Context: an optimization exercise on an open-source flow, tuned for small area, a short achievable clock period and few clock cycles per item. The choices shown serve that exercise and are no tape-out recipe. At most, simulation tests tie the RTL to the original design; equivalence was not proved. No activity file was given, so power comes from the tool's default toggle rates.

==> run C: inputs <==
## ml_accel
module ml_accel(
    input wire clk,
    input wire rst,
    input wire w_en,
    input wire r_en,
    input wire [5:0] addr,
    input wire [31:0] w_data,
    output reg [31:0] r_data,
    output reg done
    );
    reg [31:0] vec_a [0:3];
    reg [31:0] vec_b [0:3];
    reg [3:0] va, vb;           
    reg [31:0] diff;            
    reg [31:0] other;           
    reg [31:0] acc_s, acc_c;    
    reg [31:0] result;          
    wire [1:0] idx = addr[3:2];
    wire vec_wr = w_en && !addr[5] && addr[1:0] == 2'b00;
    wire start  = w_en && addr == 6'h20;
    wire [31:0] a_sel = vec_a[idx] & {32{va[idx]}};
    wire [31:0] b_sel = vec_b[idx] & {32{vb[idx]}};
    wire [31:0] old_v = addr[4] ? b_sel : a_sel;
    wire [31:0] oth_v = addr[4] ? a_sel : b_sel;
    wire [31:0] sum_s, sum_c;
    wire bo0 = other[0] ^ 1'b0;
  ...
make LEC_CHECK=0 ABC_CLOCK_PERIOD_IN_PS=5000 CAP_MARGIN=20 CORE_MARGIN=2 CORE_UTILIZATION=40 SETUP_SLACK_MARGIN=4.5 SLEW_MARGIN=20 finish   # period 10.0 ns
run.sh (not shown) runs the stock make flow with config.mk's settings and CLKGATE_MAP_FILE= SYNTH_SCRIPT=/design/flow/synth_recipe.tcl, a recipe that flattens the netlist after the stock synthesis.
==> inputs of run E, as changes to run C <==
--- a/flow/config.mk
+++ b/flow/config.mk
@@ -6,8 +6,6 @@
 export NUM_CORES = 4
 export LEC_CHECK = 0
-export ABC_CLOCK_PERIOD_IN_PS = 5000
 export CAP_MARGIN = 20
 export CORE_MARGIN = 2
 export CORE_UTILIZATION = 40
-export SETUP_SLACK_MARGIN = 4.5
 export SLEW_MARGIN = 20
==> inputs of run M, as changes to run C <==
--- a/flow/config.mk
+++ b/flow/config.mk
@@ -6,5 +6,4 @@
 export NUM_CORES = 4
 export LEC_CHECK = 0
-export ABC_CLOCK_PERIOD_IN_PS = 5000
 export CAP_MARGIN = 20
 export CORE_MARGIN = 2
==> summary.txt <==
In clock power, run M and run C hardly differ. Final cell count is the same in run M and run C. In die area, run C and run E do not differ. Of run E and run M, run M has the higher global-route usage (gap 1.2 points). In register-to-register slack, run C and run M hardly differ. Between run E and run M, the lower hold slack is in run E (gap 7.5 ps). In synthesized area, run M and run E do not differ. Sequential power is about the same in run C and run E.
No run of this note included a check of the RTL's function; only the layout flow was run.

========
==> inputs of job 4877 <==
Another version of the RTL of ml_accel (not shown whole).
Settings: LEC_CHECK=0, ABC_AREA=1, CAP_MARGIN=20, CORE_MARGIN=2, CORE_UTILIZATION=40, CTS_BUF_LIST=sky130_fd_sc_hd__clkbuf_8 sky130_fd_sc_hd__clkbuf_16, CTS_CLUSTER_DIAMETER=80, CTS_CLUSTER_SIZE=30, SETUP_SLACK_MARGIN=4.5, SLEW_MARGIN=20, SYNTH_HIERARCHICAL=1, SYNTH_MINIMUM_KEEP_SIZE=0; clock period 10.0 ns.
standard.sh (not shown) runs the stock make flow with config.mk's settings and CLKGATE_MAP_FILE= SYNTH_SCRIPT=/design/flow/synth_recipe.tcl, a recipe that flattens the netlist after the stock synthesis.
==> flow/flow/run.sh <==
#!/bin/bash
# Standard layout, with the port buffers made from buf_2 cells instead of
# the default (a delay-buffer cell that repair cannot resize away).
set -euo pipefail
export BUFFER_PORTS_ARGS="-buffer_cell sky130_fd_sc_hd__buf_2"
bash standard.sh > standard.log 2>&1
==> inputs of job 4578, as changes to job 4877 <==
--- a/flow/design.v
+++ b/flow/design.v
@@ -12,22 +12,19 @@
     reg [31:0] vec_b [0:3];
     reg [3:0] va, vb;           
     reg [31:0] diff;            
     reg [31:0] other;           
     reg [31:0] acc_s, acc_c;    
     reg [31:0] result;          
-    reg        res_ok;          
     wire [1:0] idx = addr[3:2];
     wire vec_wr = w_en && !addr[5] && addr[1:0] == 2'b00;
     wire start  = w_en && addr == 6'h20;
-    wire [1:0] s_idx = addr[3:2] & {2{~addr[5]}};
-    wire       s_b   = addr[4] & ~addr[5];
-    wire [31:0] a_sel = vec_a[s_idx] & {32{va[s_idx]}};
-    wire [31:0] b_sel = vec_b[s_idx] & {32{vb[s_idx]}};
-    wire [31:0] old_v = s_b ? b_sel : a_sel;
-    wire [31:0] oth_v = s_b ? a_sel : b_sel;
+    wire [31:0] a_sel = vec_a[idx] & {32{va[idx]}};
+    wire [31:0] b_sel = vec_b[idx] & {32{vb[idx]}};
+    wire [31:0] old_v = addr[4] ? b_sel : a_sel;
+    wire [31:0] oth_v = addr[4] ? a_sel : b_sel;
     wire [31:0] sum_s, sum_c;
     wire bo0 = other[0] ^ 1'b0;
     wire bt0 = (other[1] & ~other[0] & ~1'b0) | (~other[1] & other[0] & 1'b0);
     wire bn0 = other[1];
     wire pp0_0 = (bo0 & diff[0]) ^ bn0;
     wire pp0_1 = ((bo0 & diff[1]) | (bt0 & diff[0])) ^ bn0;
@@ -1023,30 +1020,27 @@
     always @(posedge clk or posedge rst) begin
         if (rst) begin
             va <= 4'd0;
             vb <= 4'd0;
             acc_s <= 32'd0;
             acc_c <= 32'd0;
-            res_ok <= 1'b0;
+            result <= 32'd0;
             done <= 1'b0;
         end else begin
             if (vec_wr) begin
                 if (addr[4]) vb[idx] <= 1'b1;
                 else         va[idx] <= 1'b1;
             end
             acc_s <= sum_s;
             acc_c <= sum_c;
-            if (done) res_ok <= 1'b1;
+            if (done) result <= acc_val;
             done <= start;
         end
     end
-    always @(posedge clk) begin
-        if (done) result <= acc_val;
-    end
     always @(*) begin
-        if (r_en && addr == 6'h24 && (done || res_ok))
+        if (r_en && addr == 6'h24)
             r_data = done ? acc_val : result;
         else
             r_data = 32'd0;
     end
 endmodule
 module fa_cell(input wire a, input wire b, input wire c, output wire s, output wire co);
CTS_BUF_LIST = unset   (was sky130_fd_sc_hd__clkbuf_8 sky130_fd_sc_hd__clkbuf_16)
CTS_CLUSTER_DIAMETER = unset   (was 80)
CTS_CLUSTER_SIZE = unset   (was 30)
==> inputs of job 6292, as changes to job 4877 <==
--- a/flow/design.v
+++ b/flow/design.v
@@ -12,22 +12,19 @@
     reg [31:0] vec_b [0:3];
     reg [3:0] va, vb;           
     reg [31:0] diff;            
     reg [31:0] other;           
     reg [31:0] acc_s, acc_c;    
     reg [31:0] result;          
-    reg        res_ok;          
     wire [1:0] idx = addr[3:2];
     wire vec_wr = w_en && !addr[5] && addr[1:0] == 2'b00;
     wire start  = w_en && addr == 6'h20;
-    wire [1:0] s_idx = addr[3:2] & {2{~addr[5]}};
-    wire       s_b   = addr[4] & ~addr[5];
-    wire [31:0] a_sel = vec_a[s_idx] & {32{va[s_idx]}};
-    wire [31:0] b_sel = vec_b[s_idx] & {32{vb[s_idx]}};
-    wire [31:0] old_v = s_b ? b_sel : a_sel;
-    wire [31:0] oth_v = s_b ? a_sel : b_sel;
+    wire [31:0] a_sel = vec_a[idx] & {32{va[idx]}};
+    wire [31:0] b_sel = vec_b[idx] & {32{vb[idx]}};
+    wire [31:0] old_v = addr[4] ? b_sel : a_sel;
+    wire [31:0] oth_v = addr[4] ? a_sel : b_sel;
     wire [31:0] sum_s, sum_c;
     wire bo0 = other[0] ^ 1'b0;
     wire bt0 = (other[1] & ~other[0] & ~1'b0) | (~other[1] & other[0] & 1'b0);
     wire bn0 = other[1];
     wire pp0_0 = (bo0 & diff[0]) ^ bn0;
     wire pp0_1 = ((bo0 & diff[1]) | (bt0 & diff[0])) ^ bn0;
@@ -1023,30 +1020,27 @@
     always @(posedge clk or posedge rst) begin
         if (rst) begin
             va <= 4'd0;
             vb <= 4'd0;
             acc_s <= 32'd0;
             acc_c <= 32'd0;
-            res_ok <= 1'b0;
+            result <= 32'd0;
             done <= 1'b0;
         end else begin
             if (vec_wr) begin
                 if (addr[4]) vb[idx] <= 1'b1;
                 else         va[idx] <= 1'b1;
             end
             acc_s <= sum_s;
             acc_c <= sum_c;
-            if (done) res_ok <= 1'b1;
+            if (done) result <= acc_val;
             done <= start;
         end
     end
-    always @(posedge clk) begin
-        if (done) result <= acc_val;
-    end
     always @(*) begin
-        if (r_en && addr == 6'h24 && (done || res_ok))
+        if (r_en && addr == 6'h24)
             r_data = done ? acc_val : result;
         else
             r_data = 32'd0;
     end
 endmodule
 module fa_cell(input wire a, input wire b, input wire c, output wire s, output wire co);
==> flow/run.sh (new file) <==
#!/bin/bash
# synth_recipe.tcl (not shown) runs the flow's synth.tcl, then flattens the netlist and writes it again
# the make line also repeats each setting of config.mk as NAME=value (left out here)
make -C /OpenROAD-flow-scripts/flow DESIGN_CONFIG=/design/flow/config.mk WORK_HOME=/design/flow/orfs CLKGATE_MAP_FILE= SYNTH_SCRIPT=/design/flow/synth_recipe.tcl finish
CORE_UTILIZATION = 60   (was 40)
CTS_BUF_LIST = sky130_fd_sc_hd__clkbuf_4 sky130_fd_sc_hd__clkbuf_8   (was sky130_fd_sc_hd__clkbuf_8 sky130_fd_sc_hd__clkbuf_16)
CTS_CLUSTER_DIAMETER = unset   (was 80)
CTS_CLUSTER_SIZE = unset   (was 30)
removed: flow/flow/run.sh
removed: flow/standard.sh
==> inputs of job 3453, as changes to job 4877 <==
--- a/flow/design.v
+++ b/flow/design.v
@@ -12,22 +12,19 @@
     reg [31:0] vec_b [0:3];
     reg [3:0] va, vb;           
     reg [31:0] diff;            
     reg [31:0] other;           
     reg [31:0] acc_s, acc_c;    
     reg [31:0] result;          
-    reg        res_ok;          
     wire [1:0] idx = addr[3:2];
     wire vec_wr = w_en && !addr[5] && addr[1:0] == 2'b00;
     wire start  = w_en && addr == 6'h20;
-    wire [1:0] s_idx = addr[3:2] & {2{~addr[5]}};
-    wire       s_b   = addr[4] & ~addr[5];
-    wire [31:0] a_sel = vec_a[s_idx] & {32{va[s_idx]}};
-    wire [31:0] b_sel = vec_b[s_idx] & {32{vb[s_idx]}};
-    wire [31:0] old_v = s_b ? b_sel : a_sel;
-    wire [31:0] oth_v = s_b ? a_sel : b_sel;
+    wire [31:0] a_sel = vec_a[idx] & {32{va[idx]}};
+    wire [31:0] b_sel = vec_b[idx] & {32{vb[idx]}};
+    wire [31:0] old_v = addr[4] ? b_sel : a_sel;
+    wire [31:0] oth_v = addr[4] ? a_sel : b_sel;
     wire [31:0] sum_s, sum_c;
     wire bo0 = other[0] ^ 1'b0;
     wire bt0 = (other[1] & ~other[0] & ~1'b0) | (~other[1] & other[0] & 1'b0);
     wire bn0 = other[1];
     wire pp0_0 = (bo0 & diff[0]) ^ bn0;
     wire pp0_1 = ((bo0 & diff[1]) | (bt0 & diff[0])) ^ bn0;
@@ -1023,30 +1020,27 @@
     always @(posedge clk or posedge rst) begin
         if (rst) begin
             va <= 4'd0;
             vb <= 4'd0;
             acc_s <= 32'd0;
             acc_c <= 32'd0;
-            res_ok <= 1'b0;
+            result <= 32'd0;
             done <= 1'b0;
         end else begin
             if (vec_wr) begin
                 if (addr[4]) vb[idx] <= 1'b1;
                 else         va[idx] <= 1'b1;
             end
             acc_s <= sum_s;
             acc_c <= sum_c;
-            if (done) res_ok <= 1'b1;
+            if (done) result <= acc_val;
             done <= start;
         end
     end
-    always @(posedge clk) begin
-        if (done) result <= acc_val;
-    end
     always @(*) begin
-        if (r_en && addr == 6'h24 && (done || res_ok))
+        if (r_en && addr == 6'h24)
             r_data = done ? acc_val : result;
         else
             r_data = 32'd0;
     end
 endmodule
 module fa_cell(input wire a, input wire b, input wire c, output wire s, output wire co);
==> flow/run.sh (new file) <==
#!/bin/bash
# synth_recipe.tcl (not shown) runs the flow's synth.tcl, then flattens the netlist and writes it again
# the make line also repeats each setting of config.mk as NAME=value (left out here)
make -C /OpenROAD-flow-scripts/flow DESIGN_CONFIG=/design/flow/config.mk WORK_HOME=/design/flow/orfs CLKGATE_MAP_FILE= SYNTH_SCRIPT=/design/flow/synth_recipe.tcl finish
CTS_BUF_LIST = unset   (was sky130_fd_sc_hd__clkbuf_8 sky130_fd_sc_hd__clkbuf_16)
CTS_CLUSTER_DIAMETER = unset   (was 80)
CTS_CLUSTER_SIZE = unset   (was 30)
SETUP_SLACK_MARGIN = 5   (was 4.5)
removed: flow/flow/run.sh
removed: flow/standard.sh
==> summary.txt <==
In area after synthesis, job 6292 and job 3453 do not differ.
Flip-flop and latch count is the same in job 6292 and job 3453.
Between job 6292 and job 4877, the lower combinational power is in job 4877 (gap about 11%, measured against job 4877).
Register-to-register slack: job 3453 is higher than job 4877 (0.42 ns).
First-iteration DRC count: job 4578 < job 4877 < job 3453 < job 6292.
==> figures <==
item                                                               job 6292                 job 3453                 job 4578                 job 4877
Area occupied by multi-input gates                                16800 um2                17200 um2                16600 um2                16700 um2
Synth Area in Simple Gates                                            0.128                    0.128                    0.128                    0.124
Synthesized instance count                                             3086                     3086                     3086                     3031
Data arrival time at the worst-slack endpoint                       3.50 ns                  3.30 ns                  3.44 ns                  3.30 ns
Synthesized area divided by synthesized cell count                 9.63 um2                 9.63 um2                 9.63 um2                 9.76 um2
Die area                                                          51300 um2                76500 um2                76500 um2                76200 um2
Run status                                          complete, no violations  complete, no violations  complete, no violations  complete, no violations
Number of clock sinks                                                   424                      424                      424                      425
Proportion of synthesized area in mux cells                        0.000337                 0.000337                 0.000337                 0.000338
Number of buffers created by CTS                                         73                       48                       46                       26
Met3 wire length                                                    8.20 mm                  7.19 mm                  6.23 mm                  5.15 mm
Testbench counts of job 4578, summed over its fixed seeds: cycles 30,962, items 4,000.
Testbench counts of job 6292, summed over its fixed seeds: cycles 30,962, items 4,000.
Testbench counts of job 3453, summed over its fixed seeds: cycles 30,962, items 4,000.
For job 4877, only the layout was checked, not whether the RTL still works.

## re-timing with driven ports
Ports are ideal in the flow. The routed layouts listed here were re-timed in OpenROAD.
Step 1, drivers: a clkbuf_16 drives clk and a buf_2 each remaining input, both assumed.
Step 2 moves the port delays by t, midway between the first and last clock arrival at a register: inputs arrive t later, outputs are due t later. That takes back most of the time a late clock gives input paths.
Three values: ideal ports, drivers, drivers and shift; two values: the first two.
run	shift t [ns]	setup WS [ns]	worst setup path at the end	clock arrival spread, ns
run C	0.691	4.396 / 4.329 / 3.903	input to register	0.035 / 0.035
run E	0.683	2.968 / 2.949 / 2.949	input to output	0.036 / 0.036
run M	0.691	4.396 / 4.329 / 3.903	input to register	0.035 / 0.035
job 4877	0.680	4.697 / 4.677 / 4.216	input to register	0.049 / 0.048
job 4578	0.673	4.561 / 4.539 / 4.378	input to register	0.039 / 0.038
job 6292	0.724	4.504 / 4.481 / 4.227	input to register	0.056 / 0.056
job 3453	0.654	4.695 / 4.647 / 4.516	input to register	0.056 / 0.056
After both steps setup and hold are still met in every run listed.
